This is an optimization exercise on Yosys and OpenROAD, whose aim is small area, not a production implementation.
At most, simulation tests tie the RTL to the original design; equivalence was not proved.
Power is estimated from default activity; no workload was simulated.

before:
==> flow/design.v (excerpt) <==
module breadboard(input logic clk, input logic reset, input logic [31:0] A, input logic [31:0] B,
                  input logic [3:0] opcode, output logic [31:0] C, output logic ERR_out);
  logic op_hold, op_add, op_sub, op_mul, op_quo, op_rem, op_div, op_shl, op_shr;
  assign op_hold = opcode == 4'h0;
  assign op_add  = opcode == 4'h1;
  assign op_sub  = opcode == 4'h2;
  assign op_mul  = opcode == 4'h3;
  assign op_quo  = opcode == 4'h4;
  assign op_rem  = opcode == 4'h5;
  assign op_div  = op_quo | op_rem;
  assign op_shl  = opcode == 4'hD;
  assign op_shr  = opcode == 4'hE;
  logic [3:0] tt;   
  always_comb begin
    case (opcode)
      4'h1, 4'h2, 4'h4, 4'h5, 4'hD: tt = 4'b1100;  
      4'h6: tt = 4'b1000;   
      4'h7: tt = 4'b1110;   
      4'h8: tt = 4'b0110;   
      4'h9: tt = 4'b0101;   
      4'hA: tt = 4'b0111;   
      4'hB: tt = 4'b0001;   
      4'hC: tt = 4'b1001;   
      default: tt = 4'b0000;
    endcase
  end
  logic [31:0] A_hi;
  assign A_hi = {1'b0, A[31:1]};
  logic [31:0] x0n;
  always_comb begin
    for (int i = 0; i < 32; i++)
      x0n[i] = ~(tt[{A[i], B[i]}] | (op_shr & A_hi[i]) | (op_hold & C[i]));
  end
  logic [31:0] Y, Yv;
  logic cin;
  assign Y   = (op_mul | op_shl) ? A : (B ^ {32{op_div | op_sub}});
  assign Yv  = Y ^ 32'h55555555;
  assign cin = op_div | op_sub;
  logic [31:0] bz;
  assign bz[0] = 1'b1;
  genvar k, i;
  generate
    for (k = 1; k < 32; k++) begin : g_bz
      assign bz[k] = bz[k-1] & ~B[32-k];
    end
  endgenerate
  logic [31:0] r [0:32];
  logic [31:0] sel;
  assign r[32] = x0n;
  generate
    for (k = 31; k >= 0; k--) begin : g_row
      localparam int W = 32 - k;
      logic [W:0] c;      
      logic co;
      assign c[0] = cin;
      for (i = 0; i < W; i++) begin : g_bit
        if (i % 2 == 0) begin : g_e
          cell_p u(.xn(r[k+1][k+i]), .yn(Yv[i]), .c(c[i]), .sel(sel[k]), .nco(c[i+1]), .m(r[k][k+i]));
        end else begin : g_o
  ...
==> module cell_p, before the edit <==
module cell_p(input logic xn, input logic yn, input logic c, input logic sel,
              output logic nco, output logic m);
  logic g, p, h, u;
  g_nor2  u_g(.a(xn), .b(yn), .y(g));             
  g_nand2 u_p(.a(xn), .b(yn), .y(p));             
  g_oai21 u_c(.a1(c), .a2(g), .b1(p), .y(nco));   
  g_xnor2 u_h(.a(yn), .b(c), .y(h));              
  g_nand2 u_u(.a(sel), .b(h), .y(u));
  g_xor2  u_m(.a(xn), .b(u), .y(m));              
endmodule
clock: 150.0 ns
lec_check: 0
cap_margin: 20
core_margin: 2
core_utilization: 40
slew_margin: 20
synth_hierarchical: 1
run.sh (not shown) runs the stock make flow with config.mk's settings and CLKGATE_MAP_FILE= SYNTH_SCRIPT=/design/flow/synth_recipe.tcl, a recipe that flattens the netlist after the stock synthesis.
before went all the way through the flow, and no timing, DRC or antenna check failed.
The following lists how after was set up differently from before:
==> flow/design.v, changed modules only <==
module g_aoi21(input logic a1, input logic a2, input logic b1, output logic y);
  assign y = ~((a1 & a2) | b1);
endmodule
module cell_p(input logic xn, input logic yn, input logic c, input logic sel,
              output logic nco, output logic m);
  logic g, p, h, u;
  g_nor2  u_g(.a(xn), .b(yn), .y(g));             
  g_nand2 u_p(.a(xn), .b(yn), .y(p));             
  g_aoi21 u_c(.a1(p), .a2(c), .b1(g), .y(nco));   
  g_xnor2 u_h(.a(yn), .b(c), .y(h));              
  g_nand2 u_u(.a(sel), .b(h), .y(u));
  g_xor2  u_m(.a(xn), .b(u), .y(m));              
endmodule
[summary]
On final cell count: after sits above before. Side by side, routed wire length turned out higher in after than in before. before -> after: overall track demand over capacity in global routing flat. Diff before -> after | area of the multi-input gates | increase of 630 µm². Compared with before, after shows a lower worst-margin pin slew. The worst-case reg-to-reg path depth of after and that of before are within noise of each other. before has higher post-layout minimum cycle time than after. after does worse than before on final cell area excluding filler cells. Reported for before and after, deepest level of the CTS H-tree turned out identical to the last digit. Worst hold slack delta (after − before): favourable. In after, detailed-placement wirelength estimate is higher than in before. after ends up with a setup slack of the worst register-to-register path that is 0.10 ns higher than in before. Higher number of placement rows goes to after over before. Compared with before, after shows combinational power share higher by 0.4 points.
The RTL of before was laid out without a check of its function.

==> port drivers added, routing unchanged <==
The results above use ideal ports. As a check the final layouts listed here were re-extracted and re-timed, cells and wires unchanged.
Step 1 (the two cells are an assumption about what drives the block):
set clk [get_ports {clk}]
set_driving_cell -lib_cell sky130_fd_sc_hd__clkbuf_16 $clk
set_driving_cell -lib_cell sky130_fd_sc_hd__buf_2 [delete_from_list [all_inputs] $clk]
Step 2, shift: input delay + t, output delay - t, t = (earliest + latest rising clock arrival at the registers) / 2. This alone moves slack from input paths to output paths.
a / b / c = ideal / step 1 / step 2; a / b = the first two.
| run | t (ns) | setup slack, ns | worst setup path after step 2 | latest minus earliest clock arrival (ns) | worst register clock-pin slew, ns |
|---|---|---|---|---|---|
| before | 0.344 | 10.642 / 10.661 / 10.317 | input to register | 0.005 / 0.005 | 0.06 / 0.06 |
| after | 0.342 | 10.747 / 10.766 / 10.424 | input to register | 0.007 / 0.006 | 0.07 / 0.07 |
After both steps setup and hold are still met in every run listed. The setup slack of before, which loses most, moves by +0.019 ns with the drivers and by -0.325 ns with both steps.
